This design comes from an exercise in tuning for small area, a short achievable clock period and few clock cycles per item on the open sky130 flow, not from production work. Function was checked by simulation only, so behaviour that the tests miss may differ from the original. Power and IR drop assume default switching activity.

$ cat design/flow/run.sh
#!/bin/bash
# synth_recipe.tcl (not shown) runs the flow's synth.tcl, then flattens the netlist and writes it again
# the make line also repeats each setting of config.mk as NAME=value (left out here)
make -C /OpenROAD-flow-scripts/flow DESIGN_CONFIG=/design/flow/config.mk WORK_HOME=/design/flow/orfs CLKGATE_MAP_FILE= SYNTH_SCRIPT=/design/flow/synth_recipe.tcl finish
$ cat design/flow/constraint.sdc
create_clock -name core_clock -period 40.0 [get_ports {clk}]
set_input_delay 8.0000 -clock core_clock [delete_from_list [all_inputs] [get_ports {clk}]]
set_output_delay 8.0000 -clock core_clock [all_outputs]
set_load 0.01 [all_outputs]
$ cat design/flow/config.mk
export PLATFORM = sky130hd
export DESIGN_NAME = bitty_core
export DESIGN_NICKNAME = bitty_core
export VERILOG_FILES = /design/flow/design.v
export SDC_FILE = /design/flow/constraint.sdc
export NUM_CORES = 4
export LEC_CHECK = 0
export ABC_AREA = 1
export CAP_MARGIN = 20
export CORE_MARGIN = 2
export CORE_UTILIZATION = 40
export SLEW_MARGIN = 20
export SYNTH_HIERARCHICAL = 1
export SYNTH_MINIMUM_KEEP_SIZE = 0
$ cat design/flow/design.v
module register (
    input clk, enable,
    input [15:0] data_in,
    output reg [15:0] data_out
);
    always @(posedge clk)
        if (enable)
            data_out <= data_in;
endmodule
module regfile (
    input         clk, reset,
    input  [2:0]  rx, ry,
    input         we,
    input  [15:0] wdata,
    output reg [15:0] A, B
);
    wire [15:0] rd [7:0];
    reg  [7:0]  valid;
    integer j;
    always @(posedge clk or posedge reset)
        if (reset)
            valid <= 8'd0;
        else if (we)
            valid[rx] <= 1'b1;
    genvar i;
    generate
        for (i = 0; i < 8; i = i + 1) begin : gen_registers
            register reg_inst (
                .clk(clk),
                .enable(we && (rx == i)),
                .data_in(wdata),
                .data_out(rd[i])
            );
        end
    endgenerate
    always @(*) begin
        A = 16'd0;
        B = 16'd0;
        for (j = 0; j < 8; j = j + 1) begin
            A = A | ({16{valid[j] & (rx == j)}} & rd[j]);
            B = B | ({16{valid[j] & (ry == j)}} & rd[j]);
        end
    end
endmodule
module alu (
    input  [15:0] A, B,
    input  [3:0]  ALU_Sel,
    input         mode,
    output reg [15:0] ALU_Result
);
    wire s0 = (ALU_Sel == 4'd0), s1 = (ALU_Sel == 4'd1), s5 = (ALU_Sel == 4'd5),
         s6 = (ALU_Sel == 4'd6), s7 = (ALU_Sel == 4'd7), s9 = (ALU_Sel == 4'd9),
         s10 = (ALU_Sel == 4'd10), s11 = (ALU_Sel == 4'd11), s12 = (ALU_Sel == 4'd12),
         s13 = (ALU_Sel == 4'd13), s14 = (ALU_Sel == 4'd14);
    wire        inv_a  = s7 | s11 | s12 | s14;           
    wire        y_b    = s0 | s7 | s11 | s13 | s14;      
    wire        y_nb   = s1 | s9 | s10;                  
    wire        y_ones = s6;                             
    wire        cin    = ~(s0 | s6);
    wire [15:0] X = inv_a ? ~A : A;
    wire [15:0] Y = ({16{y_b}} & B) | ({16{y_nb}} & ~B) | {16{y_ones}};
    wire [16:0] S = {1'b0, X} + {1'b0, Y} + {16'd0, cin};
    wire        cout = S[16];
    reg [3:0] t;
    always @(*) begin
        case ({mode, ALU_Sel})
            5'h10: t = 4'b1000;   
            5'h11: t = 4'b1110;   
            5'h13: t = 4'b0011;   
            5'h18: t = 4'b0111;   
            5'h19: t = 4'b0001;   
            5'h1A: t = 4'b1001;   
            5'h1D: t = 4'b0100;   
            5'h1E: t = 4'b1101;   
            5'h1F: t = 4'b1111;   
            default: t = 4'b0110;  
        endcase
    end
    wire [15:0] L;
    genvar i;
    generate
        for (i = 0; i < 16; i = i + 1) begin : gen_lut
            assign L[i] = t[{A[i], B[i]}];
        end
    endgenerate
    wire eq = ~|L;
    always @(*) begin
        if (!mode) begin
            case (ALU_Sel)
                4'd7, 4'd9:   ALU_Result = {15'd0, ~cout};
                4'd10, 4'd11: ALU_Result = {15'd0, cout};
                4'd8:         ALU_Result = {15'd0, eq};
                4'd2, 4'd3, 4'd4, 4'd15: ALU_Result = 16'h0000;
                default:      ALU_Result = S[15:0];
            endcase
        end else begin
            case (ALU_Sel)
                4'd4:  ALU_Result = {A[14:0], 1'b0};
                4'd5:  ALU_Result = {1'b0, A[15:1]};
                4'd6, 4'd7: ALU_Result = 16'h0000;
                4'd11: ALU_Result = {A[7:0], A[15:8]};
                4'd12: ALU_Result = {16{eq}};
                default: ALU_Result = L;
            endcase
        end
    end
endmodule
module fa (input x, y, z, output s, c);
    assign s = x ^ y ^ z;
    assign c = (x & y) | (x & z) | (y & z);
endmodule
module muldiv (
    input             clk,
    input             first,      
    input             is_mul,     
    input             is_shift,   
    input             is_shr,     
    input      [15:0] A, B,
    output reg [15:0] R,
    output reg [15:0] Q
);
    function [15:0] rev(input [15:0] v);
        integer n;
        for (n = 0; n < 16; n = n + 1) rev[n] = v[15 - n];
    endfunction
    wire [15:0] pow2 = (|B[15:4]) ? 16'd0 : (16'd1 << B[3:0]);
    wire [15:0] ma = is_shr ? rev(A) : A;
    wire [15:0] mb = is_shift ? pow2 : B;
    wire [15:0] prod;
    mul16lo mul (.a(ma), .b(mb), .p(prod));
    wire [15:0] r  = first ? 16'd0 : R;
    wire [15:0] q  = first ? A : Q;
    wire [15:0] rs = {r[14:0], q[15]};
    wire [15:0] nb = ~B;
    wire [16:0] cy;
    wire [15:0] d;
    assign cy[0] = 1'b1;
    genvar i;
    generate
        for (i = 0; i < 16; i = i + 1) begin : gen_sub
            fa f (.x(rs[i]), .y(nb[i]), .z(cy[i]), .s(d[i]), .c(cy[i + 1]));
        end
    endgenerate
    wire ge = cy[16] | r[15];    
    always @(posedge clk) begin
        R <= is_mul ? (is_shr ? rev(prod) : prod) : (ge ? d : rs);
        Q <= {q[14:0], ge};
    end
endmodule
module mul16lo (input [15:0] a, b, output [15:0] p);
    wire n0_0, n0_1, n0_2, n0_3, n0_4, n0_5, n0_6, n0_7, n0_8, n0_9, n0_10, n0_11, n0_12, n0_13, n0_14, n0_15, n1_0, n1_1, n1_2, n1_3, n1_4, n1_5, n1_6, n1_7, n1_8, n1_9, n1_10, n1_11, n1_12, n1_13, n1_14, n2_0, n2_1, n2_2, n2_3, n2_4, n2_5, n2_6, n2_7, n2_8, n2_9, n2_10, n2_11, n2_12, n2_13, n3_0, n3_1, n3_2, n3_3, n3_4, n3_5, n3_6, n3_7, n3_8, n3_9, n3_10, n3_11, n3_12, n4_0, n4_1, n4_2, n4_3, n4_4, n4_5, n4_6, n4_7, n4_8, n4_9, n4_10, n4_11, n5_0, n5_1, n5_2, n5_3, n5_4, n5_5, n5_6, n5_7, n5_8, n5_9, n5_10, n6_0, n6_1, n6_2, n6_3, n6_4, n6_5, n6_6, n6_7, n6_8, n6_9, n7_0, n7_1, n7_2, n7_3, n7_4, n7_5, n7_6, n7_7, n7_8, n8_0, n8_1, n8_2, n8_3, n8_4, n8_5, n8_6, n8_7, n9_0, n9_1, n9_2, n9_3, n9_4, n9_5, n9_6, n10_0, n10_1, n10_2, n10_3, n10_4, n10_5, n11_0, n11_1, n11_2, n11_3, n11_4, n12_0, n12_1, n12_2, n12_3, n13_0, n13_1, n13_2, n14_0, n14_1, n15_0, s0, k0, s1, k1, s2, k2, s3, k3, s4, k4, s5, k5, s6, k6, s7, k7, s8, k8, s9, k9, s10, k10, s11, k11, s12, k12, s13, k13, s14, k14, s15, k15, s16, k16, s17, k17, s18, k18, s19, k19, s20, k20, s21, k21, s22, k22, s23, k23, s24, k24, s25, k25, s26, k26, s27, k27, s28, k28, s29, k29, s30, k30, s31, k31, s32, k32, s33, k33, s34, k34, s35, k35, s36, k36, s37, k37, s38, k38, s39, k39, s40, k40, s41, k41, s42, k42, s43, k43, s44, k44, s45, k45, s46, k46, s47, k47, s48, k48, s49, k49, s50, k50, s51, k51, s52, k52, s53, k53, s54, k54, s55, k55, s56, k56, s57, k57, s58, k58, s59, k59, s60, k60, s61, k61, s62, k62, s63, k63, s64, k64, s65, k65, s66, k66, s67, k67, s68, k68, s69, k69, s70, k70, s71, k71, s72, k72, s73, k73, s74, k74, s75, k75, s76, k76, s77, k77, s78, k78, s79, k79, s80, k80, s81, k81, s82, k82, s83, k83, s84, k84, s85, k85, s86, k86, s87, k87, s88, k88, s89, k89, s90, k90, s91, k91, s92, k92, s93, k93, s94, k94, s95, k95, s96, k96, s97, k97, s98, k98, s99, k99, s100, k100, s101, k101, s102, k102, s103, k103, s104, k104;
    assign n0_0 = ~(a[0] & b[0]);
    assign n0_1 = ~(a[0] & b[1]);
    assign n0_2 = ~(a[0] & b[2]);
    assign n0_3 = ~(a[0] & b[3]);
    assign n0_4 = ~(a[0] & b[4]);
    assign n0_5 = ~(a[0] & b[5]);
    assign n0_6 = ~(a[0] & b[6]);
    assign n0_7 = ~(a[0] & b[7]);
    assign n0_8 = ~(a[0] & b[8]);
    assign n0_9 = ~(a[0] & b[9]);
    assign n0_10 = ~(a[0] & b[10]);
    assign n0_11 = ~(a[0] & b[11]);
    assign n0_12 = ~(a[0] & b[12]);
    assign n0_13 = ~(a[0] & b[13]);
    assign n0_14 = ~(a[0] & b[14]);
    assign n0_15 = ~(a[0] & b[15]);
    assign n1_0 = ~(a[1] & b[0]);
    assign n1_1 = ~(a[1] & b[1]);
    assign n1_2 = ~(a[1] & b[2]);
    assign n1_3 = ~(a[1] & b[3]);
    assign n1_4 = ~(a[1] & b[4]);
    assign n1_5 = ~(a[1] & b[5]);
    assign n1_6 = ~(a[1] & b[6]);
    assign n1_7 = ~(a[1] & b[7]);
    assign n1_8 = ~(a[1] & b[8]);
    assign n1_9 = ~(a[1] & b[9]);
    assign n1_10 = ~(a[1] & b[10]);
    assign n1_11 = ~(a[1] & b[11]);
    assign n1_12 = ~(a[1] & b[12]);
    assign n1_13 = ~(a[1] & b[13]);
    assign n1_14 = ~(a[1] & b[14]);
    assign n2_0 = ~(a[2] & b[0]);
    assign n2_1 = ~(a[2] & b[1]);
    assign n2_2 = ~(a[2] & b[2]);
    assign n2_3 = ~(a[2] & b[3]);
    assign n2_4 = ~(a[2] & b[4]);
    assign n2_5 = ~(a[2] & b[5]);
    assign n2_6 = ~(a[2] & b[6]);
    assign n2_7 = ~(a[2] & b[7]);
    assign n2_8 = ~(a[2] & b[8]);
    assign n2_9 = ~(a[2] & b[9]);
    assign n2_10 = ~(a[2] & b[10]);
    assign n2_11 = ~(a[2] & b[11]);
    assign n2_12 = ~(a[2] & b[12]);
    assign n2_13 = ~(a[2] & b[13]);
    assign n3_0 = ~(a[3] & b[0]);
    assign n3_1 = ~(a[3] & b[1]);
    assign n3_2 = ~(a[3] & b[2]);
    assign n3_3 = ~(a[3] & b[3]);
    assign n3_4 = ~(a[3] & b[4]);
    assign n3_5 = ~(a[3] & b[5]);
    assign n3_6 = ~(a[3] & b[6]);
    assign n3_7 = ~(a[3] & b[7]);
    assign n3_8 = ~(a[3] & b[8]);
    assign n3_9 = ~(a[3] & b[9]);
    assign n3_10 = ~(a[3] & b[10]);
    assign n3_11 = ~(a[3] & b[11]);
    assign n3_12 = ~(a[3] & b[12]);
    assign n4_0 = ~(a[4] & b[0]);
    assign n4_1 = ~(a[4] & b[1]);
    assign n4_2 = ~(a[4] & b[2]);
    assign n4_3 = ~(a[4] & b[3]);
    assign n4_4 = ~(a[4] & b[4]);
    assign n4_5 = ~(a[4] & b[5]);
    assign n4_6 = ~(a[4] & b[6]);
    assign n4_7 = ~(a[4] & b[7]);
    assign n4_8 = ~(a[4] & b[8]);
    assign n4_9 = ~(a[4] & b[9]);
    assign n4_10 = ~(a[4] & b[10]);
    assign n4_11 = ~(a[4] & b[11]);
    assign n5_0 = ~(a[5] & b[0]);
    assign n5_1 = ~(a[5] & b[1]);
    assign n5_2 = ~(a[5] & b[2]);
    assign n5_3 = ~(a[5] & b[3]);
    assign n5_4 = ~(a[5] & b[4]);
    assign n5_5 = ~(a[5] & b[5]);
    assign n5_6 = ~(a[5] & b[6]);
    assign n5_7 = ~(a[5] & b[7]);
    assign n5_8 = ~(a[5] & b[8]);
    assign n5_9 = ~(a[5] & b[9]);
    assign n5_10 = ~(a[5] & b[10]);
    assign n6_0 = ~(a[6] & b[0]);
    assign n6_1 = ~(a[6] & b[1]);
    assign n6_2 = ~(a[6] & b[2]);
    assign n6_3 = ~(a[6] & b[3]);
    assign n6_4 = ~(a[6] & b[4]);
    assign n6_5 = ~(a[6] & b[5]);
    assign n6_6 = ~(a[6] & b[6]);
    assign n6_7 = ~(a[6] & b[7]);
    assign n6_8 = ~(a[6] & b[8]);
    assign n6_9 = ~(a[6] & b[9]);
    assign n7_0 = ~(a[7] & b[0]);
    assign n7_1 = ~(a[7] & b[1]);
    assign n7_2 = ~(a[7] & b[2]);
    assign n7_3 = ~(a[7] & b[3]);
    assign n7_4 = ~(a[7] & b[4]);
    assign n7_5 = ~(a[7] & b[5]);
    assign n7_6 = ~(a[7] & b[6]);
    assign n7_7 = ~(a[7] & b[7]);
    assign n7_8 = ~(a[7] & b[8]);
    assign n8_0 = ~(a[8] & b[0]);
    assign n8_1 = ~(a[8] & b[1]);
    assign n8_2 = ~(a[8] & b[2]);
    assign n8_3 = ~(a[8] & b[3]);
    assign n8_4 = ~(a[8] & b[4]);
    assign n8_5 = ~(a[8] & b[5]);
    assign n8_6 = ~(a[8] & b[6]);
    assign n8_7 = ~(a[8] & b[7]);
    assign n9_0 = ~(a[9] & b[0]);
    assign n9_1 = ~(a[9] & b[1]);
    assign n9_2 = ~(a[9] & b[2]);
    assign n9_3 = ~(a[9] & b[3]);
    assign n9_4 = ~(a[9] & b[4]);
    assign n9_5 = ~(a[9] & b[5]);
    assign n9_6 = ~(a[9] & b[6]);
    assign n10_0 = ~(a[10] & b[0]);
    assign n10_1 = ~(a[10] & b[1]);
    assign n10_2 = ~(a[10] & b[2]);
    assign n10_3 = ~(a[10] & b[3]);
    assign n10_4 = ~(a[10] & b[4]);
    assign n10_5 = ~(a[10] & b[5]);
    assign n11_0 = ~(a[11] & b[0]);
    assign n11_1 = ~(a[11] & b[1]);
    assign n11_2 = ~(a[11] & b[2]);
    assign n11_3 = ~(a[11] & b[3]);
    assign n11_4 = ~(a[11] & b[4]);
    assign n12_0 = ~(a[12] & b[0]);
    assign n12_1 = ~(a[12] & b[1]);
    assign n12_2 = ~(a[12] & b[2]);
    assign n12_3 = ~(a[12] & b[3]);
    assign n13_0 = ~(a[13] & b[0]);
    assign n13_1 = ~(a[13] & b[1]);
    assign n13_2 = ~(a[13] & b[2]);
    assign n14_0 = ~(a[14] & b[0]);
    assign n14_1 = ~(a[14] & b[1]);
    assign n15_0 = ~(a[15] & b[0]);
    fa u0 (.x(n0_2), .y(n1_1), .z(n2_0), .s(s0), .c(k0));
    fa u1 (.x(n0_3), .y(n1_2), .z(n2_1), .s(s1), .c(k1));
    fa u2 (.x(n3_0), .y(k0), .z(s1), .s(s2), .c(k2));
    fa u3 (.x(n0_4), .y(n1_3), .z(n2_2), .s(s3), .c(k3));
    fa u4 (.x(n3_1), .y(n4_0), .z(k1), .s(s4), .c(k4));
    fa u5 (.x(s3), .y(k2), .z(s4), .s(s5), .c(k5));
    fa u6 (.x(n0_5), .y(n1_4), .z(n2_3), .s(s6), .c(k6));
    fa u7 (.x(n3_2), .y(n4_1), .z(n5_0), .s(s7), .c(k7));
    fa u8 (.x(k3), .y(s6), .z(s7), .s(s8), .c(k8));
    fa u9 (.x(k4), .y(s8), .z(k5), .s(s9), .c(k9));
    fa u10 (.x(n0_6), .y(n1_5), .z(n2_4), .s(s10), .c(k10));
    fa u11 (.x(n3_3), .y(n4_2), .z(n5_1), .s(s11), .c(k11));
    fa u12 (.x(n6_0), .y(k6), .z(k7), .s(s12), .c(k12));
    fa u13 (.x(s10), .y(s11), .z(k8), .s(s13), .c(k13));
    fa u14 (.x(s12), .y(s13), .z(k9), .s(s14), .c(k14));
    fa u15 (.x(n0_7), .y(n1_6), .z(n2_5), .s(s15), .c(k15));
    fa u16 (.x(n3_4), .y(n4_3), .z(n5_2), .s(s16), .c(k16));
    fa u17 (.x(n6_1), .y(n7_0), .z(k10), .s(s17), .c(k17));
    fa u18 (.x(k11), .y(s15), .z(s16), .s(s18), .c(k18));
    fa u19 (.x(k12), .y(s17), .z(s18), .s(s19), .c(k19));
    fa u20 (.x(k13), .y(s19), .z(k14), .s(s20), .c(k20));
    fa u21 (.x(n0_8), .y(n1_7), .z(n2_6), .s(s21), .c(k21));
    fa u22 (.x(n3_5), .y(n4_4), .z(n5_3), .s(s22), .c(k22));
    fa u23 (.x(n6_2), .y(n7_1), .z(n8_0), .s(s23), .c(k23));
    fa u24 (.x(k15), .y(k16), .z(s21), .s(s24), .c(k24));
    fa u25 (.x(s22), .y(s23), .z(k17), .s(s25), .c(k25));
    fa u26 (.x(k18), .y(s24), .z(k19), .s(s26), .c(k26));
    fa u27 (.x(s25), .y(s26), .z(k20), .s(s27), .c(k27));
    fa u28 (.x(n0_9), .y(n1_8), .z(n2_7), .s(s28), .c(k28));
    fa u29 (.x(n3_6), .y(n4_5), .z(n5_4), .s(s29), .c(k29));
    fa u30 (.x(n6_3), .y(n7_2), .z(n8_1), .s(s30), .c(k30));
    fa u31 (.x(n9_0), .y(k21), .z(k22), .s(s31), .c(k31));
    fa u32 (.x(k23), .y(s28), .z(s29), .s(s32), .c(k32));
    fa u33 (.x(s30), .y(k24), .z(s31), .s(s33), .c(k33));
    fa u34 (.x(s32), .y(k25), .z(s33), .s(s34), .c(k34));
    fa u35 (.x(k26), .y(s34), .z(k27), .s(s35), .c(k35));
    fa u36 (.x(n0_10), .y(n1_9), .z(n2_8), .s(s36), .c(k36));
    fa u37 (.x(n3_7), .y(n4_6), .z(n5_5), .s(s37), .c(k37));
    fa u38 (.x(n6_4), .y(n7_3), .z(n8_2), .s(s38), .c(k38));
    fa u39 (.x(n9_1), .y(n10_0), .z(k28), .s(s39), .c(k39));
    fa u40 (.x(k29), .y(k30), .z(s36), .s(s40), .c(k40));
    fa u41 (.x(s37), .y(s38), .z(k31), .s(s41), .c(k41));
    fa u42 (.x(k32), .y(s39), .z(s40), .s(s42), .c(k42));
    fa u43 (.x(k33), .y(s41), .z(s42), .s(s43), .c(k43));
    fa u44 (.x(k34), .y(s43), .z(k35), .s(s44), .c(k44));
    fa u45 (.x(n0_11), .y(n1_10), .z(n2_9), .s(s45), .c(k45));
    fa u46 (.x(n3_8), .y(n4_7), .z(n5_6), .s(s46), .c(k46));
    fa u47 (.x(n6_5), .y(n7_4), .z(n8_3), .s(s47), .c(k47));
    fa u48 (.x(n9_2), .y(n10_1), .z(n11_0), .s(s48), .c(k48));
    fa u49 (.x(k36), .y(k37), .z(k38), .s(s49), .c(k49));
    fa u50 (.x(s45), .y(s46), .z(s47), .s(s50), .c(k50));
    fa u51 (.x(s48), .y(k39), .z(k40), .s(s51), .c(k51));
    fa u52 (.x(s49), .y(s50), .z(k41), .s(s52), .c(k52));
    fa u53 (.x(k42), .y(s51), .z(k43), .s(s53), .c(k53));
    fa u54 (.x(s52), .y(s53), .z(k44), .s(s54), .c(k54));
    fa u55 (.x(n0_12), .y(n1_11), .z(n2_10), .s(s55), .c(k55));
    fa u56 (.x(n3_9), .y(n4_8), .z(n5_7), .s(s56), .c(k56));
    fa u57 (.x(n6_6), .y(n7_5), .z(n8_4), .s(s57), .c(k57));
    fa u58 (.x(n9_3), .y(n10_2), .z(n11_1), .s(s58), .c(k58));
    fa u59 (.x(n12_0), .y(k45), .z(k46), .s(s59), .c(k59));
    fa u60 (.x(k47), .y(k48), .z(s55), .s(s60), .c(k60));
    fa u61 (.x(s56), .y(s57), .z(s58), .s(s61), .c(k61));
    fa u62 (.x(k49), .y(k50), .z(s59), .s(s62), .c(k62));
    fa u63 (.x(s60), .y(s61), .z(k51), .s(s63), .c(k63));
    fa u64 (.x(s62), .y(k52), .z(s63), .s(s64), .c(k64));
    fa u65 (.x(k53), .y(s64), .z(k54), .s(s65), .c(k65));
    fa u66 (.x(n0_13), .y(n1_12), .z(n2_11), .s(s66), .c(k66));
    fa u67 (.x(n3_10), .y(n4_9), .z(n5_8), .s(s67), .c(k67));
    fa u68 (.x(n6_7), .y(n7_6), .z(n8_5), .s(s68), .c(k68));
    fa u69 (.x(n9_4), .y(n10_3), .z(n11_2), .s(s69), .c(k69));
    fa u70 (.x(n12_1), .y(n13_0), .z(k55), .s(s70), .c(k70));
    fa u71 (.x(k56), .y(k57), .z(k58), .s(s71), .c(k71));
    fa u72 (.x(s66), .y(s67), .z(s68), .s(s72), .c(k72));
    fa u73 (.x(s69), .y(k59), .z(k60), .s(s73), .c(k73));
    fa u74 (.x(k61), .y(s70), .z(s71), .s(s74), .c(k74));
    fa u75 (.x(s72), .y(k62), .z(s73), .s(s75), .c(k75));
    fa u76 (.x(s74), .y(k63), .z(s75), .s(s76), .c(k76));
    fa u77 (.x(k64), .y(s76), .z(k65), .s(s77), .c(k77));
    fa u78 (.x(n0_14), .y(n1_13), .z(n2_12), .s(s78), .c(k78));
    fa u79 (.x(n3_11), .y(n4_10), .z(n5_9), .s(s79), .c(k79));
    fa u80 (.x(n6_8), .y(n7_7), .z(n8_6), .s(s80), .c(k80));
    fa u81 (.x(n9_5), .y(n10_4), .z(n11_3), .s(s81), .c(k81));
    fa u82 (.x(n12_2), .y(n13_1), .z(n14_0), .s(s82), .c(k82));
    fa u83 (.x(k66), .y(k67), .z(k68), .s(s83), .c(k83));
    fa u84 (.x(k69), .y(s78), .z(s79), .s(s84), .c(k84));
    fa u85 (.x(s80), .y(s81), .z(s82), .s(s85), .c(k85));
    fa u86 (.x(k70), .y(k71), .z(k72), .s(s86), .c(k86));
    fa u87 (.x(s83), .y(s84), .z(s85), .s(s87), .c(k87));
    fa u88 (.x(k73), .y(k74), .z(s86), .s(s88), .c(k88));
    fa u89 (.x(s87), .y(k75), .z(s88), .s(s89), .c(k89));
    fa u90 (.x(k76), .y(s89), .z(k77), .s(s90), .c(k90));
    fa u91 (.x(n0_15), .y(n1_14), .z(n2_13), .s(s91), .c(k91));
    fa u92 (.x(n3_12), .y(n4_11), .z(n5_10), .s(s92), .c(k92));
    fa u93 (.x(n6_9), .y(n7_8), .z(n8_7), .s(s93), .c(k93));
    fa u94 (.x(n9_6), .y(n10_5), .z(n11_4), .s(s94), .c(k94));
    fa u95 (.x(n12_3), .y(n13_2), .z(n14_1), .s(s95), .c(k95));
    fa u96 (.x(n15_0), .y(k78), .z(k79), .s(s96), .c(k96));
    fa u97 (.x(k80), .y(k81), .z(k82), .s(s97), .c(k97));
    fa u98 (.x(s91), .y(s92), .z(s93), .s(s98), .c(k98));
    fa u99 (.x(s94), .y(s95), .z(k83), .s(s99), .c(k99));
    fa u100 (.x(k84), .y(k85), .z(s96), .s(s100), .c(k100));
    fa u101 (.x(s97), .y(s98), .z(k86), .s(s101), .c(k101));
    fa u102 (.x(k87), .y(s99), .z(s100), .s(s102), .c(k102));
    fa u103 (.x(k88), .y(s101), .z(s102), .s(s103), .c(k103));
    fa u104 (.x(k89), .y(s103), .z(k90), .s(s104), .c(k104));
    wire [15:0] ns = {s104, s90, s77, s65, s54, s44, s35, s27, s20, s14, s9, s5, s2, s0, n0_1, n0_0};
    wire [15:0] nc = {1'b1, 1'b1, 1'b1, 1'b1, 1'b1, 1'b1, 1'b1, 1'b1, 1'b1, 1'b1, 1'b1, 1'b1, 1'b1, 1'b1, n1_0, 1'b1};
    assign p = ~(ns + nc + 16'd1);
endmodule
module control_unit #(parameter K = 1) (
    input        clk, reset, run,
    input  [15:0] instruction,
    output       first,
    output       is_mul,
    output       is_shift,
    output       is_shr,
    output       multi,
    output       done
);
    localparam integer NDIV = 16 / K;
    wire [3:0] sel  = instruction[6:3];
    wire       mode = instruction[2];
    assign is_shift = mode & ((sel == 4'd6) | (sel == 4'd7));
    assign is_shr   = mode & (sel == 4'd7);
    assign is_mul   = (~mode & (sel == 4'd2)) | is_shift;
    wire   is_div   = ~mode & ((sel == 4'd3) | (sel == 4'd4));
    assign multi    = is_mul | is_div;
    reg [4:0] cnt;
    assign first = (cnt == 5'd0);
    wire last = is_mul ? (cnt == 5'd1) : (cnt == NDIV);
    assign done = run & (~multi | last);
    always @(posedge clk or posedge reset) begin
        if (reset)
            cnt <= 5'd0;
        else if (run & multi & ~last)
            cnt <= cnt + 5'd1;
        else
            cnt <= 5'd0;
    end
endmodule
module bitty_core (
    input clk, reset, run,                   
    input [15:0] instruction,                
    output done,                             
    output [15:0] reg_s,                     
    output [15:0] alu_result                 
);
    localparam integer K = 1;                
    wire [15:0] A, B;
    wire        first, is_mul, is_shift, is_shr, multi;
    wire [15:0] fast_out, R, Q;
    regfile rf (
        .clk(clk), .reset(reset),
        .rx(instruction[15:13]), .ry(instruction[12:10]),
        .we(done), .wdata(alu_result),
        .A(A), .B(B)
    );
    assign reg_s = A;
    alu alu_inst (
        .A(A), .B(B),
        .ALU_Sel(instruction[6:3]),
        .mode(instruction[2]),
        .ALU_Result(fast_out)
    );
    muldiv md (
        .clk(clk), .first(first), .is_mul(is_mul),
        .is_shift(is_shift), .is_shr(is_shr),
        .A(A), .B(B), .R(R), .Q(Q)
    );
    assign alu_result = multi ? ((~instruction[2] & (instruction[6:3] == 4'd3)) ? Q : R)
                              : fast_out;
    control_unit #(.K(K)) cu (
        .clk(clk), .reset(reset), .run(run),
        .instruction(instruction),
        .first(first), .is_mul(is_mul), .is_shift(is_shift), .is_shr(is_shr),
        .multi(multi), .done(done)
    );
endmodule
==> results of run 1 <==
worst max-delay path: stages:
cell and delay (ns):
clkdlybuf4s50_1 0.55, ha_1 0.17, buf_4 0.29, nand3_1 0.56, nor2_1 0.26, nor2_1 0.07
nand2_1 0.29, inv_1 0.22, xor2_1 0.22, fa_1 0.49, fa_1 0.37, inv_1 0.10
nand3_1 0.07, nand2_1 0.13, a21oi_1 0.10, o21ai_0 0.34, nand3_1 0.22, nand2_1 0.12
nand2_1 0.05, nand2_1 0.05, inv_1 0.05, nand3_1 0.10, nand2_1 0.07, nand2_1 0.12
nand2_1 0.09, nand2_1 0.37, clkdlybuf4s50_1 0.62
Yosys stat by module, one instance, submodules excluded, a selection:
module,cells,times used,area (sq um)
alu,539,1,2820
mul16lo,239,1,1000
bitty_core,123,1,582
register,16,8,480
fa,1,121,20.0
regfile,625,1,3030
muldiv,403,1,2270
routing by layer:
metal	global-route usage	vias up
met2	0.432	768
met3	0.0359	126
met4	0.115	0
met1	0.354	7381
li1	-	7178
met5	0	-
logic make-up (layout without fill, tap and decap cells):
group,Yosys count,in the layout
AO/OA/AOI/OAI,205,205
AND/OR/NAND/NOR,1267,1267
XOR/XNOR,30,30
flip-flops,173,173
adder cells (fa/ha/maj),152,152
other,1,1
buffers and inverters,408,410
flip-flops by register name, summed over array words and instances (netlist names):
| signal | cells |
|---|---|
| rf.gen_registers.reg_inst.data_out | 128 |
| md.Q | 16 |
| md.R | 16 |
| rf.valid | 8 |
| cu.cnt | 5 |
power by group:
part	switching (mW)	internal, mW	leakage, nW	total, mW
clock network	0.0943	0.0900	0.316	0.184
logic	0.310	0.165	5.84	0.475
registers	0.00767	0.214	1.58	0.222
how the worst max path moves through the flow:
stage | from | endpoint | cells after the start
after global routing | instruction[12] | alu_result[0] | 28
after detailed placement | instruction[13] | alu_result[0] | 27
after floorplan | instruction[15] | alu_result[0] | 30
final | instruction[13] | alu_result[0] | 27
after global placement | instruction[15] | alu_result[0] | 30
after CTS | instruction[13] | alu_result[0] | 27
metrics by stage:
stage,cell area [sq um],hold slack (ns),power (mW),util,setup slack (ns)
floorplan,16400,0.428,0.549,-,20.42
global placement,17200,0.440,0.692,0.423,18.03
detailed placement,17200,0.450,0.700,0.423,17.95
CTS,17900,0.469,0.883,0.439,17.95
global route,17900,0.485,0.947,0.441,17.55
finish,17900,0.467,0.880,0.441,17.89
cell type report:
cell class                      instances  area (sq um)  area share
Clock buffer                           17           425      0.0238
Clock inverter                         15           228      0.0127
Inverter                              294          1100      0.0616
Multi-Input combinational cell       1655          9900       0.553
Sequential cell                       173          4810       0.269
Tap cell                              532           666      0.0372
Timing Repair Buffer                   84           773      0.0432
cells in the final DEF (no fill, tap or decap), drive strengths merged:
cell type and n:
dfxtp 32, clkdlybuf4s50 46, nor3 8, nand3 328, xor2 24, or2 4, o21ai 108, nor4 1
a21o 3, clkbuf 17, fa 123, a211oi 16, nand3b 1, nand4 62, o21bai 7, nor3b 1
conb 1, edfxtp 128, and3 1, xnor2 6, nand2 678, buf 38, ha 29, clkinv 3
dfrtp 13, nor2 183, o21a 1, o211ai 9, a31oi 7, o22ai 16, a21oi 38, inv 306
==> reports/summary.json, run 1 <==
{
  "status": {"value": "timing/DRC/antenna clean"},
  "num_antenna_cells": {"value": 0},
  "flow.area_growth_from_synthesis": {"value": 8.96, "unit": "%"},
  "drt-pass1-iter-count": {"value": 6},
  "synthesis.instances": {"value": 2236},
  "period_needed": {"value": 22.11, "unit": "ns"},
  "arrival": {"value": 14.11, "unit": "ns"},
  "initial_utilization": {"value": 0.404},
  "synthTopCellsByArea": {"value": "edfxtp_1, nand2_1, fa_1"},
  "rr_startpoint": {"value": "rf.valid[3]$_DFFE_PP0P_"},
  "wl_per_cell": {"value": 20.2, "unit": "um"},
  "wl_met1": {"value": 23100, "unit": "um"},
  "worstPathMaxFanout": {"value": 19},
  "netlist_area": {"value": 16400, "unit": "sq um"},
  "detailroute.via_count": {"value": 15500},
  "hold_path.class": {"value": "flop to flop"},
  "chipHeight": {"value": 207, "unit": "um"},
  "synth.avg_cell_area": {"value": 7.35, "unit": "sq um"},
  "clock_tree_from_tritoncts": {"value": "yes"},
  "yosys.cell_count.top_type": {"value": "nand2_1"},
  "floorplan.rows": {"value": 74},
  "final_layout_size_suffix_gt1_frac": {"value": 0.0648},
  "place.detailed.instances": {"value": 2735},
  "wl_met3": {"value": 4680, "unit": "um"},
  "route.antenna.remaining_nets": {"value": 0},
  "filler_cell_count": {"value": 4091},
  "setup_repair_after_global_routing_missed_its_margin": {"value": "false"},
  "synth_async_sr_flop_share": {"value": 0.0751},
  "totalNegativeSetupSlack": {"value": 0, "unit": "ns"},
  "timing.reg2reg.setup_slack": {"value": 29.75, "unit": "ns"},
  "initial_antenna_violation_count": {"value": 0},
  "synth_enable_flop_cells": {"value": 128},
  "drcViolationCount": {"value": 0},
  "floorplan.core_area": {"value": 40600, "unit": "sq um"},
  "route.top_layer_used": {"value": "met4"},
  "p_leak": {"value": 7.74, "unit": "nW"},
  "layout_worst_path_cycle_share": {"value": 0.553},
  "clk_latency": {"value": 0.46, "unit": "ns"},
  "clk_pin_slew": {"value": 0.08, "unit": "ns"},
  "die-area": {"value": 42700, "unit": "sq um"},
  "timing.critical_path.required": {"value": 32.00, "unit": "ns"},
  "grt_first_pass_wirelength": {"value": 85000, "unit": "um"},
  "tightest_slew": {"value": 1.05, "unit": "ns"},
  "dominantRegCellSynth": {"value": "edfxtp_1"},
  "routed_via_density": {"value": 5.58},
  "cts_max_path_buffers": {"value": 2},
  "die-width": {"value": 207, "unit": "um"},
  "fin_cells": {"value": 2770},
  "hold_viol_final": {"value": 0},
  "start_kind": {"value": "input port"},
  "synth_top_cell_by_area": {"value": "edfxtp_1"},
  "worst-setup-path-type": {"value": "input port to primary output"},
  "count_of_cells_resized_by_post_cts_repair": {"value": 0},
  "synth_mux_area_frac": {"value": 0},
  "synth_common_cells": {"value": "nand2_1, nand3_1, inv_1, nor2_1, edfxtp_1"},
  "min_delay_worst_endpoint": {"value": "md.Q[7]$_DFF_P_"},
  "largest_family_of_logic_cells_by_synthesized_area": {"value": "simple AND/OR/NAND/NOR gates"},
  "slew-limit-headroom": {"value": 0.294},
  "via_count_of_the_first_global_routing_pass": {"value": 14900},
  "wl": {"value": 56000, "unit": "um"},
  "proportion_of_synthesized_chip_area_in_sequential_cells": {"value": 0.293},
  "global_route.usage.total": {"value": 0.265},
  "timing.hold.worst_path_depth": {"value": 2},
  "clock-root-buffer": {"value": "clkbuf_16"},
  "yosys_warnings": {"value": 11},
  "grt_start_max_net_pins": {"value": 65},
  "port-buffer-count": {"value": 46},
  "cts-hold-fix-buffers": {"value": 0},
  "power.density": {"value": 49.2, "unit": "nW/um^2"},
  "grt_remaining_overflow": {"value": 0},
  "synth.lib_cells_used.distinct": {"value": 52},
  "synth_fp_nets": {"value": 2407},
  "netlist.area_leader.share": {"value": 0.234},
  "dpl.hpwl": {"value": 40300, "unit": "um"},
  "timing.critical_path.to_type": {"value": "primary output"},
  "postCtsSetupBuffers": {"value": 0},
  "wl_met2": {"value": 26000, "unit": "um"},
  "regToRegEndpoint": {"value": "md.R[15]$_DFF_P_"},
  "synth_compound_area_frac": {"value": 0.0711},
  "yosys.area_share.xor_xnor": {"value": 0.0160},
  "detail_route.iter0.violations": {"value": 1835},
  "cts_max_level": {"value": 4},
  "final_max_slew_viol_count": {"value": 0},
  "clock.fmax": {"value": 45.2, "unit": "MHz"},
  "finClkSkew": {"value": 0.0196, "unit": "ns"},
  "max_cap_viol_count": {"value": 0},
  "tritoncts.num_buffers": {"value": 17},
  "ir_worst_vdd": {"value": 40.4, "unit": "uV"},
  "finish.net_count": {"value": 2396},
  "timing.final.setup_violations": {"value": 0},
  "post_synth_and_or_nand_nor_area_fraction": {"value": 0.341},
  "arithmetic_cell_share_of_the_synthesized_area_counting_full_adders_half_adders_and_majority_gates": {"value": 0.172},
  "place_congestion": {"value": 0.939},
  "clock_sinks": {"value": 173},
  "pin_count": {"value": 52},
  "worstRegToRegCells": {"value": 33},
  "synth-seq-cells": {"value": 173},
  "worstHoldStart": {"value": "md.Q[6]$_DFF_P_"}
}
Testbench counts, summed over its fixed seeds: cycles 16,742, instrs 12,000.
==> run 2, diff against run 1 <==
--- a/design/flow/design.v
+++ b/design/flow/design.v
@@ -9,2 +9,8 @@
 endmodule
+module ao8 (
+    input  [7:0] s, d,
+    output       y
+);
+    assign y = |(s & d);
+endmodule
 module regfile (
@@ -14,3 +20,3 @@
     input  [15:0] wdata,
-    output reg [15:0] A, B
+    output [15:0] A, B
 );
@@ -18,3 +24,3 @@
     reg  [7:0]  valid;
-    integer j;
+    wire [7:0]  asel, bsel;
     always @(posedge clk or posedge reset)
@@ -24,3 +30,3 @@
             valid[rx] <= 1'b1;
-    genvar i;
+    genvar i, j;
     generate
@@ -33,12 +39,12 @@
             );
+            assign asel[i] = valid[i] & (rx == i);
+            assign bsel[i] = valid[i] & (ry == i);
         end
-    endgenerate
-    always @(*) begin
-        A = 16'd0;
-        B = 16'd0;
-        for (j = 0; j < 8; j = j + 1) begin
-            A = A | ({16{valid[j] & (rx == j)}} & rd[j]);
-            B = B | ({16{valid[j] & (ry == j)}} & rd[j]);
+        for (j = 0; j < 16; j = j + 1) begin : gen_read
+            wire [7:0] col = {rd[7][j], rd[6][j], rd[5][j], rd[4][j],
+                              rd[3][j], rd[2][j], rd[1][j], rd[0][j]};
+            ao8 ra (.s(asel), .d(col), .y(A[j]));
+            ao8 rb (.s(bsel), .d(col), .y(B[j]));
         end
-    end
+    endgenerate
 endmodule
@@ -48,20 +54,26 @@
     input         mode,
-    output reg [15:0] ALU_Result
+    input         shift_multi,      
+    input  [15:0] R, Q,             
+    output [15:0] ALU_Result
 );
-    wire s0 = (ALU_Sel == 4'd0), s1 = (ALU_Sel == 4'd1), s5 = (ALU_Sel == 4'd5),
-         s6 = (ALU_Sel == 4'd6), s7 = (ALU_Sel == 4'd7), s9 = (ALU_Sel == 4'd9),
-         s10 = (ALU_Sel == 4'd10), s11 = (ALU_Sel == 4'd11), s12 = (ALU_Sel == 4'd12),
-         s13 = (ALU_Sel == 4'd13), s14 = (ALU_Sel == 4'd14);
-    wire        inv_a  = s7 | s11 | s12 | s14;           
-    wire        y_b    = s0 | s7 | s11 | s13 | s14;      
-    wire        y_nb   = s1 | s9 | s10;                  
-    wire        y_ones = s6;                             
-    wire        cin    = ~(s0 | s6);
-    wire [15:0] X = inv_a ? ~A : A;
-    wire [15:0] Y = ({16{y_b}} & B) | ({16{y_nb}} & ~B) | {16{y_ones}};
-    wire [16:0] S = {1'b0, X} + {1'b0, Y} + {16'd0, cin};
-    wire        cout = S[16];
+    wire [4:0] op = {mode, ALU_Sel};
+    wire o_add  = (op == 5'h00), o_sub  = (op == 5'h01), o_mul  = (op == 5'h02),
+         o_div  = (op == 5'h03), o_mod  = (op == 5'h04), o_inc  = (op == 5'h05),
+         o_dec  = (op == 5'h06), o_gt   = (op == 5'h07), o_eq   = (op == 5'h08),
+         o_lt   = (op == 5'h09), o_ge   = (op == 5'h0A), o_le   = (op == 5'h0B),
+         o_neg  = (op == 5'h0C), o_addc = (op == 5'h0D), o_rsub = (op == 5'h0E),
+         o_shl1 = (op == 5'h14), o_shr1 = (op == 5'h15), o_shl  = (op == 5'h16),
+         o_shr  = (op == 5'h17), o_swap = (op == 5'h1B), o_eqm  = (op == 5'h1C);
+    wire o_cmp = o_gt | o_lt | o_ge | o_le;
+    wire arith = o_add | o_sub | o_inc | o_dec | o_neg | o_addc | o_rsub | o_shl1;
+    wire inv_a  = o_gt | o_le | o_neg | o_rsub;
+    wire y_b    = o_add | o_addc | o_rsub | o_gt | o_le;
+    wire y_nb   = o_sub | o_lt | o_ge;
+    wire y_a    = o_shl1;                        
+    wire y_ones = o_dec;
+    wire cin    = o_sub | o_inc | o_neg | o_addc | o_rsub | o_cmp;
+    wire b_zero = ~|B;
     reg [3:0] t;
     always @(*) begin
-        case ({mode, ALU_Sel})
+        case (op)
             5'h10: t = 4'b1000;   
@@ -69,2 +81,3 @@
             5'h13: t = 4'b0011;   
+            5'h16, 5'h17: t = b_zero ? 4'b1100 : 4'b0000;
             5'h18: t = 4'b0111;   
@@ -75,33 +88,89 @@
             5'h1F: t = 4'b1111;   
-            default: t = 4'b0110;  
+            5'h12, 5'h08, 5'h1C: t = 4'b0110;   
+            default: t = 4'b0000;
         endcase
     end
-    wire [15:0] L;
+    wire en_L = ~(o_eq | o_eqm) & ~shift_multi;
+    wire en_R = o_mul | o_mod;
+    wire en_Q = o_div | (shift_multi & (o_shl | o_shr));
+    wire [15:0] p, g, h, L;
+    wire [15:0] a_up = {1'b0, A[15:1]};
+    wire [15:0] a_sw = {A[7:0], A[15:8]};
+    wire        eq = ~|L;
+    wire        e_all = o_eqm & eq;
+    wire        e_0 = (o_eqm | o_eq) & eq;
     genvar i;
     generate
-        for (i = 0; i < 16; i = i + 1) begin : gen_lut
-            assign L[i] = t[{A[i], B[i]}];
+        for (i = 0; i < 16; i = i + 1) begin : gen_slice
+            alu_slice s (
+                .a(A[i]), .b(B[i]), .a_up(a_up[i]), .a_sw(a_sw[i]),
+                .r(R[i]), .q(Q[i]), .e(i == 0 ? e_0 : e_all),
+                .inv_a(inv_a), .y_b(y_b), .y_nb(y_nb), .y_a(y_a), .y_ones(y_ones),
+                .t(t), .en_L(en_L), .en_shr1(o_shr1), .en_sw(o_swap),
+                .en_R(en_R), .en_Q(en_Q), .arith(arith),
+                .p(p[i]), .g(g[i]), .L(L[i]), .h(h[i])
+            );
         end
     endgenerate
-    wire eq = ~|L;
-    always @(*) begin
-        if (!mode) begin
-            case (ALU_Sel)
-                4'd7, 4'd9:   ALU_Result = {15'd0, ~cout};
-                4'd10, 4'd11: ALU_Result = {15'd0, cout};
-                4'd8:         ALU_Result = {15'd0, eq};
-                4'd2, 4'd3, 4'd4, 4'd15: ALU_Result = 16'h0000;
-                default:      ALU_Result = S[15:0];
-            endcase
-        end else begin
-            case (ALU_Sel)
-                4'd4:  ALU_Result = {A[14:0], 1'b0};
-                4'd5:  ALU_Result = {1'b0, A[15:1]};
-                4'd6, 4'd7: ALU_Result = 16'h0000;
-                4'd11: ALU_Result = {A[7:0], A[15:8]};
-                4'd12: ALU_Result = {16{eq}};
-                default: ALU_Result = L;
-            endcase
+    wire [15:0] c;
+    wire        cout;
+    prefix16 pf (.p(p), .g(g), .cin(cin), .c(c), .cout(cout));
+    wire [15:0] cm = c & {16{~o_cmp}};
+    assign ALU_Result = {h[15:1] ^ cm[15:1],
+                         o_cmp ? (cout ^ (o_gt | o_lt)) : (h[0] ^ cin)};
+endmodule
+module alu_slice (
+    input       a, b, a_up, a_sw, r, q, e,
+    input       inv_a, y_b, y_nb, y_a, y_ones,
+    input [3:0] t,
+    input       en_L, en_shr1, en_sw, en_R, en_Q, arith,
+    output      p, g, L, h
+);
+    wire x = a ^ inv_a;
+    wire y = (y_b & b) | (y_nb & ~b) | (y_a & a) | y_ones;
+    assign p = x ^ y;
+    assign g = x & y;
+    assign L = t[{a, b}];
+    wire other = (en_L & L) | (en_shr1 & a_up) | (en_sw & a_sw) | e |
+                 (en_R & r) | (en_Q & q);
+    assign h = arith ? p : other;
+endmodule
+module prefix16 (
+    input  [15:0] p, g,
+    input         cin,
+    output [15:0] c,
+    output        cout
+);
+    wire [15:0] G1, P1, G2, P2, G3, P3, G4;
+    wire [15:0] g0 = {g[15:1], g[0] | (p[0] & cin)};
+    genvar i;
+    generate
+        for (i = 0; i < 16; i = i + 1) begin : pf
+            if (i % 2 == 1) begin
+                assign G1[i] = g0[i] | (p[i] & g0[i-1]);
+                assign P1[i] = p[i] & p[i-1];
+            end else begin
+                assign G1[i] = g0[i]; assign P1[i] = p[i];
+            end
+            if (i % 4 >= 2) begin
+                assign G2[i] = G1[i] | (P1[i] & G1[(i/4)*4+1]);
+                assign P2[i] = P1[i] & P1[(i/4)*4+1];
+            end else begin
+                assign G2[i] = G1[i]; assign P2[i] = P1[i];
+            end
+            if (i % 8 >= 4) begin
+                assign G3[i] = G2[i] | (P2[i] & G2[(i/8)*8+3]);
+                assign P3[i] = P2[i] & P2[(i/8)*8+3];
+            end else begin
+                assign G3[i] = G2[i]; assign P3[i] = P2[i];
+            end
+            if (i >= 8) begin
+                assign G4[i] = G3[i] | (P3[i] & G3[7]);
+            end else begin
+                assign G4[i] = G3[i];
+            end
         end
-    end
+    endgenerate
+    assign c = {G4[14:0], cin};
+    assign cout = G4[15];
 endmodule
@@ -114,4 +183,4 @@
     input             first,      
-    input             is_mul,     
-    input             is_shift,   
+    input             is_mul,
+    input             is_div,     
     input             is_shr,     
@@ -121,11 +190,4 @@
 );
-    function [15:0] rev(input [15:0] v);
-        integer n;
-        for (n = 0; n < 16; n = n + 1) rev[n] = v[15 - n];
-    endfunction
-    wire [15:0] pow2 = (|B[15:4]) ? 16'd0 : (16'd1 << B[3:0]);
-    wire [15:0] ma = is_shr ? rev(A) : A;
-    wire [15:0] mb = is_shift ? pow2 : B;
     wire [15:0] prod;
-    mul16lo mul (.a(ma), .b(mb), .p(prod));
+    mul16lo mul (.a(A), .b(B), .p(prod));
     wire [15:0] r  = first ? 16'd0 : R;
@@ -145,4 +207,4 @@
     always @(posedge clk) begin
-        R <= is_mul ? (is_shr ? rev(prod) : prod) : (ge ? d : rs);
-        Q <= {q[14:0], ge};
+        R <= is_mul ? prod : (ge ? d : rs);
+        Q <= is_shr ? {1'b0, q[15:1]} : {q[14:0], ge & is_div};
     end
@@ -396,23 +458,25 @@
 endmodule
-module control_unit #(parameter K = 1) (
+module control_unit (
     input        clk, reset, run,
     input  [15:0] instruction,
+    input  [15:0] B,
     output       first,
     output       is_mul,
-    output       is_shift,
+    output       is_div,
     output       is_shr,
-    output       multi,
+    output       shift_multi,
     output       done
 );
-    localparam integer NDIV = 16 / K;
     wire [3:0] sel  = instruction[6:3];
     wire       mode = instruction[2];
-    assign is_shift = mode & ((sel == 4'd6) | (sel == 4'd7));
+    wire   is_shift = mode & ((sel == 4'd6) | (sel == 4'd7));
     assign is_shr   = mode & (sel == 4'd7);
-    assign is_mul   = (~mode & (sel == 4'd2)) | is_shift;
-    wire   is_div   = ~mode & ((sel == 4'd3) | (sel == 4'd4));
-    assign multi    = is_mul | is_div;
+    assign is_mul   = ~mode & (sel == 4'd2);
+    assign is_div   = ~mode & ((sel == 4'd3) | (sel == 4'd4));
+    assign shift_multi = is_shift & ~|B[15:4] & |B[3:0];
+    wire   multi    = is_mul | is_div | shift_multi;
     reg [4:0] cnt;
     assign first = (cnt == 5'd0);
-    wire last = is_mul ? (cnt == 5'd1) : (cnt == NDIV);
+    wire [4:0] target = is_div ? 5'd16 : is_mul ? 5'd1 : {1'b0, B[3:0]};
+    wire last = (cnt == target);
     assign done = run & (~multi | last);
@@ -434,6 +498,4 @@
 );
-    localparam integer K = 1;                
-    wire [15:0] A, B;
-    wire        first, is_mul, is_shift, is_shr, multi;
-    wire [15:0] fast_out, R, Q;
+    wire [15:0] A, B, R, Q;
+    wire        first, is_mul, is_div, is_shr, shift_multi;
     regfile rf (
@@ -449,16 +511,15 @@
         .mode(instruction[2]),
-        .ALU_Result(fast_out)
+        .shift_multi(shift_multi),
+        .R(R), .Q(Q),
+        .ALU_Result(alu_result)
     );
     muldiv md (
-        .clk(clk), .first(first), .is_mul(is_mul),
-        .is_shift(is_shift), .is_shr(is_shr),
-        .A(A), .B(B), .R(R), .Q(Q)
+        .clk(clk), .first(first), .is_mul(is_mul), .is_div(is_div),
+        .is_shr(is_shr), .A(A), .B(B), .R(R), .Q(Q)
     );
-    assign alu_result = multi ? ((~instruction[2] & (instruction[6:3] == 4'd3)) ? Q : R)
-                              : fast_out;
-    control_unit #(.K(K)) cu (
+    control_unit cu (
         .clk(clk), .reset(reset), .run(run),
-        .instruction(instruction),
-        .first(first), .is_mul(is_mul), .is_shift(is_shift), .is_shr(is_shr),
-        .multi(multi), .done(done)
+        .instruction(instruction), .B(B),
+        .first(first), .is_mul(is_mul), .is_div(is_div), .is_shr(is_shr),
+        .shift_multi(shift_multi), .done(done)
     );
==> reports/summary.json, run 2 <==
{
  "postCtsSetupBuffers": {"value": 0, "change": "unchanged"},
  "area.sequential": {"value": 4810, "unit": "sq um", "change": "unchanged"},
  "final_max_slew_viol_count": {"value": 0, "change": "unchanged"},
  "layout_worst_path_cycle_share": {"value": 0.558, "change": "+0.00509"},
  "start_kind": {"value": "input port"},
  "grt_start_max_net_pins": {"value": 34, "change": "-48%"},
  "via_count_of_the_first_global_routing_pass": {"value": 14400, "change": "-3.4%"},
  "largest_reg_flops": {"value": 128, "change": "unchanged"},
  "largest_registers": {"value": "rf.gen_registers.reg_inst.data_out (128), md.Q (16), md.R (16)"},
  "pin_count": {"value": 52, "change": "unchanged"},
  "power.density": {"value": 49.6, "unit": "nW/um^2", "change": "+0.85%"},
  "regToRegEndpoint": {"value": "md.R[10]$_DFF_P_"},
  "dpl.hpwl": {"value": 33900, "unit": "um", "change": "-16%"},
  "slew-limit-headroom": {"value": 0.378, "change": "+0.0843"},
  "finClkSkew": {"value": 0.0132, "unit": "ns", "change": "-0.00635 ns"},
  "yosys_warnings": {"value": 11, "change": "unchanged"},
  "clock-root-buffer": {"value": "clkbuf_16"},
  "cts_max_path_buffers": {"value": 2, "change": "unchanged"},
  "netlist_area": {"value": 15500, "unit": "sq um", "change": "-5.9%"},
  "min_delay_worst_endpoint": {"value": "rf.valid[5]$_DFFE_PP0P_"},
  "setup_repair_after_global_routing_missed_its_margin": {"value": "false"},
  "filler_cell_count": {"value": 3799, "change": "-7.1%"},
  "finish.net_count": {"value": 2374, "change": "-0.92%"},
  "timing.final.setup_violations": {"value": 0, "change": "unchanged"},
  "status": {"value": "timing/DRC/antenna clean"},
  "worstPathMaxFanout": {"value": 16, "change": "-3"},
  "drt-pass1-iter-count": {"value": 5, "change": "-1"},
  "detail_route.iter0.violations": {"value": 1360, "change": "-26%"},
  "power_report.internal_total": {"value": 0.479, "unit": "mW", "change": "+2.3%"},
  "grt_remaining_overflow": {"value": 0, "change": "unchanged"},
  "hold_path.class": {"value": "flop to flop"},
  "chipHeight": {"value": 201, "unit": "um", "change": "-2.9%"},
  "wl_per_cell": {"value": 18.6, "unit": "um", "change": "-7.7%"},
  "hold_viol_final": {"value": 0, "change": "unchanged"},
  "totalNegativeSetupSlack": {"value": 0, "unit": "ns", "change": "unchanged"},
  "clock_tree_from_tritoncts": {"value": "yes"},
  "place_congestion": {"value": 0.891, "change": "-5.1%"},
  "grt_first_pass_wirelength": {"value": 79200, "unit": "um", "change": "-6.8%"},
  "num_antenna_cells": {"value": 0, "change": "unchanged"},
  "floorplan.core_area": {"value": 38400, "unit": "sq um", "change": "-5.6%"},
  "mostFrequentLayoutCells": {"value": "nand2_1, nor2_1, inv_1, edfxtp_1, fa_1"},
  "commonest_non_fill_non_tap_cell_in_the_layout": {"value": "nand2_1"},
  "flow.area_growth_from_synthesis": {"value": 13.4, "unit": "%"},
  "power.switching": {"value": 0.390, "unit": "mW", "change": "-5.2%"},
  "die-width": {"value": 201, "unit": "um", "change": "-2.9%"},
  "synthesis.instances": {"value": 2125, "change": "-5.0%"},
  "cts-hold-fix-buffers": {"value": 0, "change": "unchanged"},
  "sw_frac_of_total": {"value": 0.449, "change": "-0.0188"},
  "detailroute.via_count": {"value": 14400, "change": "-6.7%"},
  "p_leak": {"value": 7.98, "unit": "nW", "change": "+3.1%"},
  "wl": {"value": 51100, "unit": "um", "change": "-8.8%"},
  "tritoncts.num_buffers": {"value": 17, "change": "unchanged"},
  "initial_antenna_violation_count": {"value": 0, "change": "unchanged"},
  "synth_fp_nets": {"value": 2292, "change": "-4.8%"},
  "clock_sinks": {"value": 173, "change": "unchanged"},
  "clock.fmax": {"value": 44.8, "unit": "MHz", "change": "-0.91%"},
  "share_comb_of_total_power": {"value": 0.550, "change": "+0.011"},
  "count_of_cells_resized_by_post_cts_repair": {"value": 0, "change": "unchanged"},
  "place_worst_setup_slack": {"value": 17.79, "unit": "ns", "change": "-0.166 ns"},
  "fin_cells": {"value": 2738, "change": "-1.2%"},
  "cts_max_level": {"value": 4, "change": "unchanged"},
  "worst-setup-path-type": {"value": "input port to primary output"},
  "worstHoldStart": {"value": "rf.valid[5]$_DFFE_PP0P_"},
  "routed_via_density": {"value": 5.26, "change": "-5.6%"},
  "fin_ws": {"value": 17.68, "unit": "ns", "change": "-0.204 ns"},
  "placement.cell_area": {"value": 16900, "unit": "sq um", "change": "-1.8%"},
  "tightest_slew": {"value": 0.929, "unit": "ns", "change": "-0.119 ns"},
  "worstRegToRegCells": {"value": 31, "change": "-6.1%"},
  "final_layout_size_suffix_gt1_frac": {"value": 0.117, "change": "+0.0519"},
  "power.sequential.fraction": {"value": 0.253, "change": "about the same"},
  "clk_pin_slew": {"value": 0.07, "unit": "ns", "change": "about the same"},
  "pwr-share-clk": {"value": 0.197, "change": "-0.012"},
  "port-buffer-count": {"value": 46, "change": "unchanged"},
  "route.antenna.remaining_nets": {"value": 0, "change": "unchanged"},
  "clk_latency": {"value": 0.45, "unit": "ns", "change": "about the same"},
  "timing.critical_path.required": {"value": 32.00, "unit": "ns", "change": "about the same"},
  "max_cap_viol_count": {"value": 0, "change": "unchanged"},
  "timing.critical_path.to_type": {"value": "primary output"},
  "largest_register": {"value": "rf.gen_registers.reg_inst.data_out"},
  "period_needed": {"value": 22.32, "unit": "ns", "change": "+0.204 ns"},
  "ir_worst_vdd": {"value": 55.9, "unit": "uV", "change": "+38%"},
  "die-area": {"value": 40200, "unit": "sq um", "change": "-5.8%"},
  "place.detailed.instances": {"value": 2705, "change": "-1.1%"},
  "global_route.usage.total": {"value": 0.257, "change": "-0.00857"},
  "arrival": {"value": 14.32, "unit": "ns", "change": "+0.21 ns"},
  "timing.reg2reg.setup_slack": {"value": 30.27, "unit": "ns", "change": "+0.52 ns"},
  "total_power": {"value": 0.870, "unit": "mW", "change": "-1.2%"},
  "initial_utilization": {"value": 0.403, "change": "-0.00142"},
  "synth.avg_cell_area": {"value": 7.28, "unit": "sq um", "change": "-1.0%"},
  "rr_startpoint": {"value": "rf.valid[0]$_DFFE_PP0P_"},
  "drcViolationCount": {"value": 0, "change": "unchanged"},
  "multi_input_combinational_cell_area": {"value": 9750, "unit": "sq um", "change": "-1.5%"},
  "timing.hold.worst_path_depth": {"value": 2, "change": "unchanged"},
  "floorplan.rows": {"value": 72, "change": "-2.7%"},
  "final_design_area_no_fill": {"value": 17500, "unit": "sq um", "change": "-2.1%"}
}
==> run 2: worst max-delay path by stage <==
stage | from | endpoint | slack, ns | depth (start not counted)
2_1_floorplan | instruction[11] | alu_result[10] | 20.05 | 24
3_3_place_gp | instruction[12] | alu_result[2] | 17.86 | 26
3_5_place_dp | instruction[12] | alu_result[5] | 17.79 | 26
4_1_cts | instruction[12] | alu_result[5] | 17.78 | 26
6_report | instruction[12] | alu_result[5] | 17.68 | 26
5_1_grt | instruction[12] | alu_result[12] | 17.26 | 26
==> run 2: routing by layer <==
| metal | global-route usage | part of all wire |
|---|---|---|
| met1 | 0.319 | 0.40 |
| met2 | 0.426 | 0.46 |
| met3 | 0.0487 | 0.084 |
| met4 | 0.132 | 0.049 |
| met5 | 0 | 0 |
==> run 2: cell type report <==
| class | instances | area share |
|---|---|---|
| clock inverters | 15 | 0.0106 |
| flip-flops and latches | 173 | 0.274 |
| multi-input cells | 1692 | 0.556 |
| repair buffers | 100 | 0.0498 |
| clock buffers | 17 | 0.0243 |
| well taps | 518 | 0.0370 |
| inverters | 223 | 0.0479 |
==> run 2: metrics by stage <==
step | hold WS (ns) | util
after floorplan | 0.439 | -
after global placement | 0.494 | 0.440
after detailed placement | 0.496 | 0.440
after CTS | 0.514 | 0.456
after global routing | 0.538 | 0.457
final | 0.514 | 0.457
==> run 2: worst max-delay path, stage by stage <==
cell and delay, ns:
clkdlybuf4s50_1 0.61, inv_1 0.17, nor3_2 0.19, buf_4 0.30
nand2_1 0.08, nand2_1 0.06, nor2_1 0.05, nand2_1 0.48
nor2_1 0.08, nand2_1 0.09, nor2_1 0.06, nand3_1 0.10
nand3_1 0.56, nand2_1 0.30, nand3_2 0.10, and2_1 0.18
nor4_1 0.35, nand3b_1 0.23, nor2_1 0.75, nor2_1 0.11
nand2_1 0.09, nor2_1 0.07, a21oi_2 0.15, o21ai_1 0.08
nand2_1 0.39, clkdlybuf4s50_1 0.63
==> run 2: power by group through the flow <==
stage          clock network [mW]  logic [mW]  registers [mW]
3_5_place_dp                    0       0.478           0.224
6_report                    0.171       0.479           0.220
3_3_place_gp                    0       0.467           0.223
4_1_cts                     0.173       0.481           0.220
5_1_grt                     0.180       0.543           0.221
2_1_floorplan                   0       0.342           0.222
Testbench counts of run 2, summed over its fixed seeds: cycles 16,588, instrs 12,000.
==> run 3, diff against run 2 <==
==> design/flow/flow/run.sh (new file) <==
#!/bin/bash
# Own layout flow: the standard ORFS flow (standard.sh) with two changes:
#  - synthesis maps the logic with an area-oriented abc script
#    (flow/abc_myarea.script) instead of ORFS's delay-oriented one; the
#    flip-flops, flattening and renaming are the standard flow's (synth_recipe.tcl);
#  - the port buffers that placement inserts are buf_2 cells.
# Each tool's output goes to the logs under orfs/logs and to flow_*.log here.
set -euo pipefail
HERE=$(pwd)
rm -rf scripts_mod
cp -r "$FLOW_HOME/scripts" scripts_mod
cp flow/abc_myarea.script scripts_mod/
python3 flow/patch_synth.py scripts_mod/synth.tcl
# standard.sh with our scripts folder and port buffer cell added to its make call
sed -e "s|make -C |make SCRIPTS_DIR=$HERE/scripts_mod 'BUFFER_PORTS_ARGS=-buffer_cell sky130_fd_sc_hd__buf_2' -C |" standard.sh > standard_mod.sh
grep -q "SCRIPTS_DIR=$HERE/scripts_mod" standard_mod.sh
bash standard_mod.sh synth > flow_synth.log 2>&1
bash standard_mod.sh > flow_layout.log 2>&1
test -f out/final.def
==> design/flow/flow/abc_myarea.script (new file) <==
strash
dch
map -a
topo
stime -c
==> design/flow/flow/patch_synth.py (new file) <==
#!/usr/bin/env python3
"""Patch a copy of ORFS's synth.tcl so that abc maps with abc_myarea.script
(area-oriented mapping) instead of ORFS's delay-oriented abc script. Only the
abc call changes: flip-flop mapping, flattening and renaming are untouched."""
import sys
f = sys.argv[1]
t = open(f).read()
old = '  log_cmd abc {*}$abc_args\n'
assert t.count(old) == 1, "abc call not found"
new = '  log_cmd abc {*}[lreplace $abc_args 1 1 $::env(SCRIPTS_DIR)/abc_myarea.script]\n'
open(f, 'w').write(t.replace(old, new))
==> design/flow/standard.sh (new file) <==
#!/bin/bash
# synth_recipe.tcl (not shown) runs the flow's synth.tcl, then flattens the netlist and writes it again
# the make line also repeats each setting of config.mk as NAME=value (left out here)
make -C /OpenROAD-flow-scripts/flow DESIGN_CONFIG=/design/flow/config.mk WORK_HOME=/design/flow/orfs CLKGATE_MAP_FILE= SYNTH_SCRIPT=/design/flow/synth_recipe.tcl "${@:-finish}"
removed: design/flow/run.sh
==> reports/summary.json, run 3 <==
{
  "finClkSkew": {"value": 0.0175, "unit": "ns", "change": "+0.00431 ns"},
  "arrival": {"value": 14.05, "unit": "ns", "change": "-0.27 ns"},
  "p_leak": {"value": 5.17, "unit": "nW", "change": "-35%"},
  "clk_latency": {"value": 0.44, "unit": "ns", "change": "about the same"},
  "cts-hold-fix-buffers": {"value": 0, "change": "unchanged"},
  "floorplan.rows": {"value": 66, "change": "-8.3%"},
  "synthesis.instances": {"value": 1407, "change": "-34%"},
  "filler_cell_count": {"value": 3140, "change": "-17%"},
  "wl": {"value": 44300, "unit": "um", "change": "-13%"},
  "cell_by_cell_listing_of_the_critical_path": {"value": "buf_2, clkinv_1, nor3_2, buf_4, a22oi_1, nand4_1, nor4_1, nand2_1, nor2_1, a31oi_1, nand3_1, nand2_1, a32oi_1, nor4_1, nand4_1, nor4_4, nand3b_1, a221oi_1, o21ai_0, xnor2_1, buf_2"},
  "detail_route.iter0.violations": {"value": 1444, "change": "+6.2%"},
  "largest_reg_flops": {"value": 128, "change": "unchanged"},
  "grt_start_max_net_pins": {"value": 34, "change": "unchanged"},
  "global_route.usage.total": {"value": 0.265, "change": "+0.00828"},
  "num_antenna_cells": {"value": 0, "change": "unchanged"},
  "hold_path.class": {"value": "flop to flop"},
  "met1_usage": {"value": 0.370, "change": "+0.0511"},
  "grt_util_met3": {"value": 0.0315, "change": "-0.0172"},
  "initial_antenna_violation_count": {"value": 1, "change": "+1"},
  "commonest_non_fill_non_tap_cell_in_the_layout": {"value": "nand2_1"},
  "count_of_cells_resized_by_post_cts_repair": {"value": 0, "change": "unchanged"},
  "status": {"value": "timing/DRC/antenna clean"},
  "period_needed": {"value": 22.05, "unit": "ns", "change": "-0.264 ns"},
  "layout.core_utilization": {"value": 0.469, "change": "+0.0118"},
  "chipHeight": {"value": 186, "unit": "um", "change": "-7.4%"},
  "largest_register": {"value": "rf.gen_registers.reg_inst.data_out"},
  "clock-root-buffer": {"value": "clkbuf_16"},
  "detailroute.via_count": {"value": 11800, "change": "-18%"},
  "drt-pass1-iter-count": {"value": 6, "change": "+1"},
  "final_max_slew_viol_count": {"value": 0, "change": "unchanged"},
  "dpl.hpwl": {"value": 29000, "unit": "um", "change": "-14%"},
  "netlist_area": {"value": 13200, "unit": "sq um", "change": "-15%"},
  "grtUsageMet2": {"value": 0.434, "change": "+0.00799"},
  "largest_registers": {"value": "rf.gen_registers.reg_inst.data_out (128), md.Q (16), md.R (16)"},
  "port-buffer-count": {"value": 46, "change": "unchanged"},
  "tritoncts.num_buffers": {"value": 17, "change": "unchanged"},
  "ir_worst_vdd": {"value": 46.6, "unit": "uV", "change": "-17%"},
  "floorplan.core_area": {"value": 32500, "unit": "sq um", "change": "-15%"},
  "mostFrequentLayoutCells": {"value": "nand2_1, a22oi_1, clkinv_1, edfxtp_1, fa_1"},
  "place.detailed.instances": {"value": 1954, "change": "-28%"},
  "layout_worst_path_cycle_share": {"value": 0.551, "change": "-0.00659"},
  "place_congestion": {"value": 0.912, "change": "+2.3%"},
  "top_usage_layer": {"value": "met2"},
  "final_layout_size_suffix_gt1_frac": {"value": 0.108, "change": "-0.00858"},
  "die-width": {"value": 186, "unit": "um", "change": "-7.4%"},
  "max_cap_viol_count": {"value": 0, "change": "unchanged"},
  "tightest_slew": {"value": 1.08, "unit": "ns", "change": "+0.155 ns"},
  "routed_via_density": {"value": 5.94, "change": "+13%"},
  "cp_slowest_stage_delay": {"value": 0.59, "unit": "ns", "change": "-0.16 ns"},
  "power.density": {"value": 52.2, "unit": "nW/um^2", "change": "+5.3%"},
  "initial_utilization": {"value": 0.406, "change": "+0.00318"},
  "synth_fp_nets": {"value": 1574, "change": "-31%"},
  "cts_max_path_buffers": {"value": 2, "change": "unchanged"},
  "clock_sinks": {"value": 173, "change": "unchanged"},
  "clk_pin_slew": {"value": 0.07, "unit": "ns", "change": "about the same"},
  "timing.critical_path.to_type": {"value": "primary output"},
  "totalNegativeSetupSlack": {"value": 0, "unit": "ns", "change": "unchanged"},
  "placement.cell_area": {"value": 14600, "unit": "sq um", "change": "-14%"},
  "flow.area_growth_from_synthesis": {"value": 15.4, "unit": "%"},
  "timing.critical_path.required": {"value": 32.00, "unit": "ns", "change": "about the same"},
  "clock_tree_from_tritoncts": {"value": "yes"},
  "worstPathMaxFanout": {"value": 16, "change": "unchanged"},
  "pin_count": {"value": 52, "change": "unchanged"},
  "grt_first_pass_wirelength": {"value": 68600, "unit": "um", "change": "-13%"},
  "die-area": {"value": 34500, "unit": "sq um", "change": "-14%"},
  "drcViolationCount": {"value": 0, "change": "unchanged"},
  "worst-setup-path-type": {"value": "input port to primary output"},
  "timing.final.setup_violations": {"value": 0, "change": "unchanged"},
  "finish.net_count": {"value": 1699, "change": "-28%"},
  "clock.fmax": {"value": 45.3, "unit": "MHz", "change": "+1.2%"},
  "area.sequential": {"value": 4810, "unit": "sq um", "change": "unchanged"}
}
==> run 3: power breakdown <==
part	leakage, nW	switching [mW]	internal, mW	total [mW]
Sequential	1.58	0.00472	0.216	0.221
Combinational	3.29	0.243	0.156	0.399
Clock	0.303	0.0849	0.0912	0.176
Total	5.17	0.333	0.464	0.796
==> run 3: worst paths after layout <==
kind                                      endpoint                    start  cells after the start
min in group asynchronous      cu.cnt[2]$_DFF_PP0_                    reset                      2
max                                  alu_result[6]          instruction[12]                     21
min reg2reg                        md.Q[1]$_DFF_P_          md.Q[0]$_DFF_P_                      2
min                                md.Q[1]$_DFF_P_          md.Q[0]$_DFF_P_                      2
max in group asynchronous  rf.valid[7]$_DFFE_PP0P_                    reset                      2
max reg2reg                       md.R[15]$_DFF_P_  rf.valid[0]$_DFFE_PP0P_                     28
==> run 3: critical path: cells and delay by family <==
kind,cells,cell delay [ns]
buffers and inverters,4,0.97
AO/OA/AOI/OAI,5,0.87
AND/OR/NAND/NOR,11,3.76
XOR/XNOR,1,0.42
==> run 3: cell type report <==
type,count,share of cell area
Tap cell,442,0.0363
Timing Repair Buffer,106,0.0451
Inverter,138,0.0340
Multi-Input combinational cell,1096,0.527
Clock buffer,17,0.0279
Clock inverter,15,0.0140
Sequential cell,173,0.315
==> run 3: metrics by stage <==
| step | setup WS (ns) | hold slack (ns) |
|---|---|---|
| global placement | 18.05 | 0.479 |
| global route | 17.63 | 0.554 |
| CTS | 17.90 | 0.496 |
| detailed placement | 17.93 | 0.487 |
| floorplan | 19.25 | 0.464 |
| finish | 17.95 | 0.497 |
==> run 3: routing by layer <==
layer	vias up	share of wire
li1	5267	-
met1	5852	0.42
met2	615	0.47
met3	78	0.087
met4	0	0.021
met5	-	0
